This design comes from an exercise in tuning for small area and a short achievable clock period on the open sky130 flow, not from production work. In this exercise RTL edits were held to simulation tests only and were not proved equivalent to the original.

==> flow/design.v (excerpt) <==
module half_sigmoid(
input rstn,
input clk,
input in_valid,
input [15:0] a,
output out_valid,
output [15:0] c
);
localparam DROWS = 2;                           
localparam DSTG  = (10 + DROWS - 1) / DROWS;    
localparam LAT   = 8 + DSTG;                    
reg [LAT:0] vpipe;
always @(posedge clk)
  if (!rstn) vpipe <= 0;
  else       vpipe <= {vpipe[LAT-1:0], in_valid};
assign out_valid = vpipe[LAT];
wire [4:0] E_i   = a[14:10];
wire       clp_i = (E_i > 5'd17);
reg  [9:0] M_0; reg [4:0] E_0; reg s_0, sp_0;
always @(posedge clk) begin
  M_0  <= clp_i ? 10'd0 : a[9:0];
  E_0  <= clp_i ? 5'd18 : E_i;
  s_0  <= a[15];
  sp_0 <= (a[15:1] == 15'h0200);
end
wire        ez_a = (E_0 == 5'd0);
wire [21:0] N_a  = {11'b0, 1'b1, M_0};
wire [21:0] t_a  = (N_a << 10) + (N_a << 9) - (N_a << 6) + (N_a << 2) + N_a;
wire        t21  = t_a[21];
wire [10:0] ym_a = ez_a ? 11'd0 : (t21 ? t_a[21:11] : t_a[20:10]);
reg [10:0] ym_1; reg [4:0] E_1; reg t21_1, sy_1, sp_1;
always @(posedge clk) begin
  ym_1 <= ym_a; E_1 <= E_0; t21_1 <= t21 & ~ez_a; sy_1 <= ~s_0; sp_1 <= sp_0;
end
wire [4:0]  ey_b  = E_1 + {4'b0, t21_1};
wire        big_b = ey_b >= 5'd14;                 
wire [2:0]  ysh_b = ey_b[2:0] - 3'd6;              
  ...
Size in the first run: about 4000 cells after synthesis.
Settings: LEC_CHECK=0, ABC_AREA=1, CAP_MARGIN=20, CORE_MARGIN=2, CORE_UTILIZATION=40, GPL_TIMING_DRIVEN=0, SETUP_SLACK_MARGIN=5, SLEW_MARGIN=20; clock period 9.5 ns.
standard.sh (not shown) runs the stock make flow with config.mk's settings and CLKGATE_MAP_FILE= SYNTH_SCRIPT=/design/flow/synth_recipe.tcl, a recipe that flattens the netlist after the stock synthesis.
==> flow/flow/run.sh <==
#!/bin/bash
# Standard ORFS layout, except that after the standard synthesis the
# combinational logic between the registers is re-mapped by ABC for area
# (flip-flops, their names and cell types are kept as synthesis made them),
# the port buffers are buf_4 cells and timing repair aims at a 3.7 ns period
# (setup margin 5.8 ns at the design's 9.5 ns clock; the SDC is unchanged).
set -euo pipefail
RES=$PWD/orfs/results/$FLOW_PLATFORM/half_sigmoid/base
YOSYS=$FLOW_HOME/../tools/install/yosys/bin/yosys
bash standard.sh synth > synth.log 2>&1
cp $RES/1_2_yosys.v $RES/1_2_yosys_std.v
LIB=$FLOW_HOME/platforms/$FLOW_PLATFORM/lib/sky130_fd_sc_hd__tt_025C_1v80.lib \
IN=$RES/1_2_yosys_std.v OUT=$RES/1_2_yosys.v TOP=$FLOW_TOP \
  $YOSYS -c flow/remap.tcl > remap.log 2>&1
bash standard.sh finish BUFFER_PORTS_ARGS="-buffer_cell sky130_fd_sc_hd__buf_4" SETUP_SLACK_MARGIN=5.8 > standard.log 2>&1
==> flow/flow/abc.constr <==
set_driving_cell sky130_fd_sc_hd__buf_1
set_load 5
==> flow/flow/remap.tcl <==
yosys -import
set lib $::env(LIB)
set dont {}
foreach c {probe_p_8 probec_p_8} { lappend dont -dont_use sky130_fd_sc_hd__$c }
lappend dont -dont_use {sky130_fd_sc_hd__lpflow_*} -dont_use {sky130_fd_sc_hd__fill_*}
read_liberty -ignore_miss_func $lib
read_verilog $::env(IN)
hierarchy -top $::env(TOP)
set seq {}
foreach m [split [string trim [tee -q -s result.string select -list-mod =A:liberty_cell]] "\n"] { }
# keep flip-flops and tie cells as cells
foreach c [split [exec grep -o {sky130_fd_sc_hd__\(df\|conb\|dl\|sdf\|ed\)[a-z0-9_]*} $::env(IN) | sort -u] "\n"] {
  if {$c ne ""} { setattr -mod -set keep_hierarchy 1 $c; lappend seq $c }
}
flatten
opt_clean
abc -liberty $lib {*}$dont -script "+strash;dch,-f;map,-D,2500;topo;buffer;upsize;dnsize" -constr flow/abc.constr
opt_clean -purge
foreach c $seq { blackbox $c }
hierarchy -top $::env(TOP)
hilomap -singleton -hicell sky130_fd_sc_hd__conb_1 HI -locell sky130_fd_sc_hd__conb_1 LO
splitnets
opt_clean -purge
tee -o $::env(OUT).stat stat -liberty $lib
write_verilog -noattr -noexpr -nohex -nodec $::env(OUT)
The starting point completed with no timing, DRC or antenna violations.
==> next run, changes <==
==> flow/flow/run.sh (replaced) <==
#!/bin/bash
# Standard ORFS layout, except that after the standard synthesis the
# combinational logic between the registers is re-mapped by ABC for area
# (flip-flops, their names and cell types are kept as synthesis made them),
# the port buffers are buf_4 cells and timing repair aims at a 3.9 ns period
# (setup margin 5.6 ns at the design's 9.5 ns clock; the SDC is unchanged).
set -euo pipefail
RES=$PWD/orfs/results/$FLOW_PLATFORM/half_sigmoid/base
YOSYS=$FLOW_HOME/../tools/install/yosys/bin/yosys
bash standard.sh synth > synth.log 2>&1
cp $RES/1_2_yosys.v $RES/1_2_yosys_std.v
LIB=$FLOW_HOME/platforms/$FLOW_PLATFORM/lib/sky130_fd_sc_hd__tt_025C_1v80.lib \
IN=$RES/1_2_yosys_std.v OUT=$RES/1_2_yosys.v TOP=$FLOW_TOP \
  $YOSYS -c flow/remap.tcl > remap.log 2>&1
bash standard.sh finish BUFFER_PORTS_ARGS="-buffer_cell sky130_fd_sc_hd__buf_4" SETUP_SLACK_MARGIN=5.6 > standard.log 2>&1
--- a/flow/flow/remap.tcl
+++ b/flow/flow/remap.tcl
@@ -15,5 +15,5 @@
 flatten
 opt_clean
-abc -liberty $lib {*}$dont -script "+strash;dch,-f;map,-D,2500;topo;buffer;upsize;dnsize" -constr flow/abc.constr
+abc -liberty $lib {*}$dont -script "+strash;dch,-f;map,-D,1800;topo;buffer;upsize;dnsize" -constr flow/abc.constr
 opt_clean -purge
 foreach c $seq { blackbox $c }
Result: The new run produced a clean layout; via count grows by 8.6%; routed wire length grows by 7.0%; area after synthesis grows by 8.3%; fmax goes down by 1.7%; global-route usage went up by 0.94 points.


## oak
half_sigmoid, a different RTL version from the one above (not shown whole).
For scale: roughly 4200 cells after synthesis, roughly 36 I/O pins, ~27000 sq um of cells after synthesis.
==> flow/config.mk <==
export PLATFORM = sky130hd
export DESIGN_NAME = half_sigmoid
export DESIGN_NICKNAME = half_sigmoid
export VERILOG_FILES = /design/flow/design.v
export SDC_FILE = /design/flow/constraint.sdc
export NUM_CORES = 8
export LEC_CHECK = 0
export ABC_AREA = 1
export CAP_MARGIN = 20
export CORE_MARGIN = 2
export CORE_UTILIZATION = 40
export GPL_TIMING_DRIVEN = 0
export SETUP_SLACK_MARGIN = 5
export SLEW_MARGIN = 20
==> flow/constraint.sdc <==
create_clock -name core_clock -period 9.5 [get_ports {clk}]
set_input_delay 1.9000 -clock core_clock [delete_from_list [all_inputs] [get_ports {clk}]]
set_output_delay 1.9000 -clock core_clock [all_outputs]
set_load 0.01 [all_outputs]
==> flow/flow/run.sh <==
#!/bin/bash
# Standard ORFS layout, except that after the standard synthesis the
# combinational logic between the registers is re-mapped by ABC for area
# (flip-flops, their names and cell types are kept as synthesis made them).
set -euo pipefail
RES=$PWD/orfs/results/$FLOW_PLATFORM/half_sigmoid/base
YOSYS=$FLOW_HOME/../tools/install/yosys/bin/yosys
bash standard.sh synth > synth.log 2>&1
cp $RES/1_2_yosys.v $RES/1_2_yosys_std.v
LIB=$FLOW_HOME/platforms/$FLOW_PLATFORM/lib/sky130_fd_sc_hd__tt_025C_1v80.lib \
IN=$RES/1_2_yosys_std.v OUT=$RES/1_2_yosys.v TOP=$FLOW_TOP \
  $YOSYS -c flow/remap.tcl > remap.log 2>&1
bash standard.sh finish BUFFER_PORTS_ARGS="-buffer_cell sky130_fd_sc_hd__buf_4" SETUP_SLACK_MARGIN=5.5 > standard.log 2>&1
==> flow/flow/remap.tcl <==
yosys -import
set lib $::env(LIB)
set dont {}
foreach c {probe_p_8 probec_p_8} { lappend dont -dont_use sky130_fd_sc_hd__$c }
lappend dont -dont_use {sky130_fd_sc_hd__lpflow_*} -dont_use {sky130_fd_sc_hd__fill_*}
read_liberty -ignore_miss_func $lib
read_verilog $::env(IN)
hierarchy -top $::env(TOP)
set seq {}
foreach m [split [string trim [tee -q -s result.string select -list-mod =A:liberty_cell]] "\n"] { }
# keep flip-flops and tie cells as cells
foreach c [split [exec grep -o {sky130_fd_sc_hd__\(df\|conb\|dl\|sdf\|ed\)[a-z0-9_]*} $::env(IN) | sort -u] "\n"] {
  if {$c ne ""} { setattr -mod -set keep_hierarchy 1 $c; lappend seq $c }
}
flatten
opt_clean
abc -liberty $lib {*}$dont -script "+strash;dch,-f;map,-D,2500;topo;buffer;upsize;dnsize" -constr flow/abc.constr
opt_clean -purge
foreach c $seq { blackbox $c }
hierarchy -top $::env(TOP)
hilomap -singleton -hicell sky130_fd_sc_hd__conb_1 HI -locell sky130_fd_sc_hd__conb_1 LO
splitnets
opt_clean -purge
tee -o $::env(OUT).stat stat -liberty $lib
write_verilog -noattr -noexpr -nohex -nodec $::env(OUT)
Scripts as last shown in full above: flow/flow/abc.constr
Modified inputs, pine compared to oak
--- a/flow/flow/run.sh
+++ b/flow/flow/run.sh
@@ -12,2 +12,2 @@
   $YOSYS -c flow/remap.tcl > remap.log 2>&1
-bash standard.sh finish BUFFER_PORTS_ARGS="-buffer_cell sky130_fd_sc_hd__buf_4" SETUP_SLACK_MARGIN=5.5 > standard.log 2>&1
+bash standard.sh finish BUFFER_PORTS_ARGS="-buffer_cell sky130_fd_sc_hd__buf_4" SETUP_SLACK_MARGIN=5.8 > standard.log 2>&1
## What came out
A launch point of the worst path of dden[4][1] is what pine shows, while p1m_7[4] belongs to oak.
pine — length of routed met2 wiring 2900 microns higher, oak as reference
Going from oak to pine, maximum frequency picked up an extra 17 MHz.
Compared with oak, pine shows non-clock buffer count higher by 120.
Vias: pine above oak
Core utilization: pine higher than oak
Against oak, pine comes in about 7% higher on footprint of the multi-input gates.
Compared pine against oak; met1 track utilization from global routing within noise.
### pine -> birch
- CORE_UTILIZATION: 40 -> 60
--- a/flow/flow/run.sh
+++ b/flow/flow/run.sh
@@ -12,2 +12,2 @@
   $YOSYS -c flow/remap.tcl > remap.log 2>&1
-bash standard.sh finish BUFFER_PORTS_ARGS="-buffer_cell sky130_fd_sc_hd__buf_4" SETUP_SLACK_MARGIN=5.8 > standard.log 2>&1
+bash standard.sh finish BUFFER_PORTS_ARGS="-buffer_cell sky130_fd_sc_hd__buf_4" SETUP_SLACK_MARGIN=5.7 > standard.log 2>&1
Worst setup slack (lower): birch. birch has fraction of standard cell area in multi-input logic above what pine had. Cell depth of the worst flop-to-flop path of birch exceeds that of pine by a few percent. Maximum number of pins on one net before global-route repair: pine vs birch identical. birch vs pine — maximum clock frequency dropped by a few percent.
## Diff of input files: maple against birch
- setting CTS_BUF_LIST to sky130_fd_sc_hd__clkbuf_4 sky130_fd_sc_hd__clkbuf_8 for the first time
- changing CORE_UTILIZATION from 60 to 40
--- a/flow/flow/run.sh
+++ b/flow/flow/run.sh
@@ -3,3 +3,5 @@
 # combinational logic between the registers is re-mapped by ABC for area
-# (flip-flops, their names and cell types are kept as synthesis made them).
+# (flip-flops, their names and cell types are kept as synthesis made them),
+# the port buffers are buf_4 cells and timing repair aims at a 3.9 ns period
+# (setup margin 5.6 ns at the design's 9.5 ns clock; the SDC is unchanged).
 set -euo pipefail
@@ -12,2 +14,2 @@
   $YOSYS -c flow/remap.tcl > remap.log 2>&1
-bash standard.sh finish BUFFER_PORTS_ARGS="-buffer_cell sky130_fd_sc_hd__buf_4" SETUP_SLACK_MARGIN=5.7 > standard.log 2>&1
+bash standard.sh finish BUFFER_PORTS_ARGS="-buffer_cell sky130_fd_sc_hd__buf_4" SETUP_SLACK_MARGIN=5.6 > standard.log 2>&1
### Flow results
maple vs birch on floorplan die width: maple is the higher one.
Compared with birch, maple improves final wirelength.


Setup of lane 1:
half_sigmoid again, from the RTL that the note above started with.
clock: 9.5 ns
lec_check: 0
abc_area: 1
cap_margin: 20
core_margin: 2
core_utilization: 40
cts_buf_list: sky130_fd_sc_hd__clkbuf_8
cts_cluster_size: 30
gpl_timing_driven: 0
setup_slack_margin: 5
slew_margin: 20
==> flow/flow/run.sh <==
#!/bin/bash
# Standard ORFS layout, except that after the standard synthesis the
# combinational logic between the registers is re-mapped by ABC for area
# (flip-flops, their names and cell types are kept as synthesis made them),
# the port buffers are buf_4 cells and timing repair aims at a 3.9 ns period
# (setup margin 5.6 ns at the design's 9.5 ns clock; the SDC is unchanged).
set -euo pipefail
RES=$PWD/orfs/results/$FLOW_PLATFORM/half_sigmoid/base
YOSYS=$FLOW_HOME/../tools/install/yosys/bin/yosys
bash standard.sh synth > synth.log 2>&1
cp $RES/1_2_yosys.v $RES/1_2_yosys_std.v
LIB=$FLOW_HOME/platforms/$FLOW_PLATFORM/lib/sky130_fd_sc_hd__tt_025C_1v80.lib \
IN=$RES/1_2_yosys_std.v OUT=$RES/1_2_yosys.v TOP=$FLOW_TOP \
  $YOSYS -c flow/remap.tcl > remap.log 2>&1
bash standard.sh finish BUFFER_PORTS_ARGS="-buffer_cell sky130_fd_sc_hd__buf_4" SETUP_SLACK_MARGIN=5.6 > standard.log 2>&1
Scripts as last shown in full above: flow/flow/abc.constr, flow/flow/remap.tcl
[inputs] lane 2 vs lane 1
==> flow/flow/run.sh <==
#!/bin/bash
# Standard ORFS layout, except that after the standard synthesis the
# combinational logic between the registers is re-mapped by ABC for area
# (flip-flops, their names and cell types are kept as synthesis made them).
set -euo pipefail
RES=$PWD/orfs/results/$FLOW_PLATFORM/half_sigmoid/base
YOSYS=$FLOW_HOME/../tools/install/yosys/bin/yosys
bash standard.sh synth > synth.log 2>&1
cp $RES/1_2_yosys.v $RES/1_2_yosys_std.v
LIB=$FLOW_HOME/platforms/$FLOW_PLATFORM/lib/sky130_fd_sc_hd__tt_025C_1v80.lib \
IN=$RES/1_2_yosys_std.v OUT=$RES/1_2_yosys.v TOP=$FLOW_TOP \
  $YOSYS -c flow/remap.tcl > remap.log 2>&1
bash standard.sh finish BUFFER_PORTS_ARGS="-buffer_cell sky130_fd_sc_hd__buf_4" SETUP_SLACK_MARGIN=5.7 > standard.log 2>&1
--- a/flow/config.mk
+++ b/flow/config.mk
@@ -10,6 +10,4 @@
 export CORE_MARGIN = 2
 export CORE_UTILIZATION = 40
-export CTS_BUF_LIST = sky130_fd_sc_hd__clkbuf_8
-export CTS_CLUSTER_SIZE = 30
 export GPL_TIMING_DRIVEN = 0
 export SETUP_SLACK_MARGIN = 5
Results
No stage failed in lane 1, and the final checks on the layout all came back clean. Lane 2: flow completed, timing, DRC and antenna clean. Lane 1 and lane 2 ended up with nearly the same part of the cycle the worst path needs. Between lane 1 and lane 2, the flow reports non-clock buffer count increasing by more than a quarter. Against lane 1, via count in lane 2 rose slightly.
For lane 3, these inputs were changed with respect to lane 2:
--- a/flow/flow/run.sh
+++ b/flow/flow/run.sh
@@ -11,3 +11,3 @@
 IN=$RES/1_2_yosys_std.v OUT=$RES/1_2_yosys.v TOP=$FLOW_TOP \
   $YOSYS -c flow/remap.tcl > remap.log 2>&1
-bash standard.sh finish BUFFER_PORTS_ARGS="-buffer_cell sky130_fd_sc_hd__buf_4" SETUP_SLACK_MARGIN=5.7 > standard.log 2>&1
+bash standard.sh finish BUFFER_PORTS_ARGS="-buffer_cell sky130_fd_sc_hd__buf_4" SETUP_SLACK_MARGIN=5.4 > standard.log 2>&1
[summary]
Reported for lane 3 and lane 2, clock tree buffer count of the final layout turned out identical to the last digit.
The first-pass GRT wire length was comparable across lane 3 and lane 2.
~same count of multi-input gates in lane 3 and lane 2
Compared to lane 2, lane 3 has synthesis-to-layout area growth 6.9 points lower.
Lane 3 reports its startpoint of the worst setup timing path as p1m_7[4] while lane 2 reports dden[2][5].
Wire length ends up lower on lane 3.
The final reports for lane 3 and lane 2 show sequential cell area lower in the former.
The inputs of lane 4 differ from those of lane 3 as listed below.
==> flow/flow/run.sh <==
#!/bin/bash
# Standard ORFS layout, except that after the standard synthesis the
# combinational logic between the registers is re-mapped by ABC for area
# (flip-flops, their names and cell types are kept as synthesis made them),
# the port buffers are buf_4 cells and timing repair aims at a 3.9 ns period
# (setup margin 5.6 ns at the design's 9.5 ns clock; the SDC is unchanged).
set -euo pipefail
RES=$PWD/orfs/results/$FLOW_PLATFORM/half_sigmoid/base
YOSYS=$FLOW_HOME/../tools/install/yosys/bin/yosys
bash standard.sh synth > synth.log 2>&1
cp $RES/1_2_yosys.v $RES/1_2_yosys_std.v
LIB=$FLOW_HOME/platforms/$FLOW_PLATFORM/lib/sky130_fd_sc_hd__tt_025C_1v80.lib \
IN=$RES/1_2_yosys_std.v OUT=$RES/1_2_yosys.v TOP=$FLOW_TOP \
  $YOSYS -c flow/remap.tcl > remap.log 2>&1
bash standard.sh finish BUFFER_PORTS_ARGS="-buffer_cell sky130_fd_sc_hd__buf_4" SETUP_SLACK_MARGIN=5.6 > standard.log 2>&1
==> run summary <==
Summary: with lane 3 as the reference, met2 wire length in lane 4 moved up by a few percent.
Time the worst path needs with I/O delays and setup ended up 0.28 ns lower on lane 4 than on lane 3.
From lane 3 to lane 4 the numbers moved as follows: number of tap cells added at floorplan ~0 delta, logic depth of the worst setup path including buffers +10.
As far as area after synthesis goes, lane 4 and lane 3 are indistinguishable; the numbers are identical.
Compared with lane 3, lane 4 shows a higher post-route non-filler standard cell count.

==> re-timing with driven ports <==
Ports are ideal in the flow. The routed layouts listed here were re-timed in OpenROAD. Step 1 (the two cells are an assumption about what drives the block):
set clk [get_ports {clk}]
set_driving_cell -lib_cell sky130_fd_sc_hd__clkbuf_16 $clk
set_driving_cell -lib_cell sky130_fd_sc_hd__buf_2 [delete_from_list [all_inputs] $clk]
Step 2, shift: input delay + t, output delay - t, t = (earliest + latest rising clock arrival at the registers) / 2. This alone moves slack from input paths to output paths. a / b / c = ideal ports / drivers / drivers and shift; a / b = the first two.
run	t (ns)	slack for setup (ns)	cell pins on the clock port's net
the first run of note 1	0.637	5.738 / 5.738 / 5.738	1
the second run of note 1	0.646	5.673 / 5.673 / 5.673	1
oak	0.661	5.584 / 5.584 / 5.584	1
pine	0.663	5.829 / 5.829 / 5.829	1
birch	0.641	5.602 / 5.602 / 5.602	1
maple	0.706	5.839 / 5.839 / 5.839	1
lane 1	0.708	5.812 / 5.812 / 5.812	1
lane 2	0.659	5.820 / 5.820 / 5.820	1
lane 3	0.661	5.566 / 5.566 / 5.566	1
lane 4	0.661	5.850 / 5.850 / 5.850	1
After both steps setup and hold are still met in every run listed.
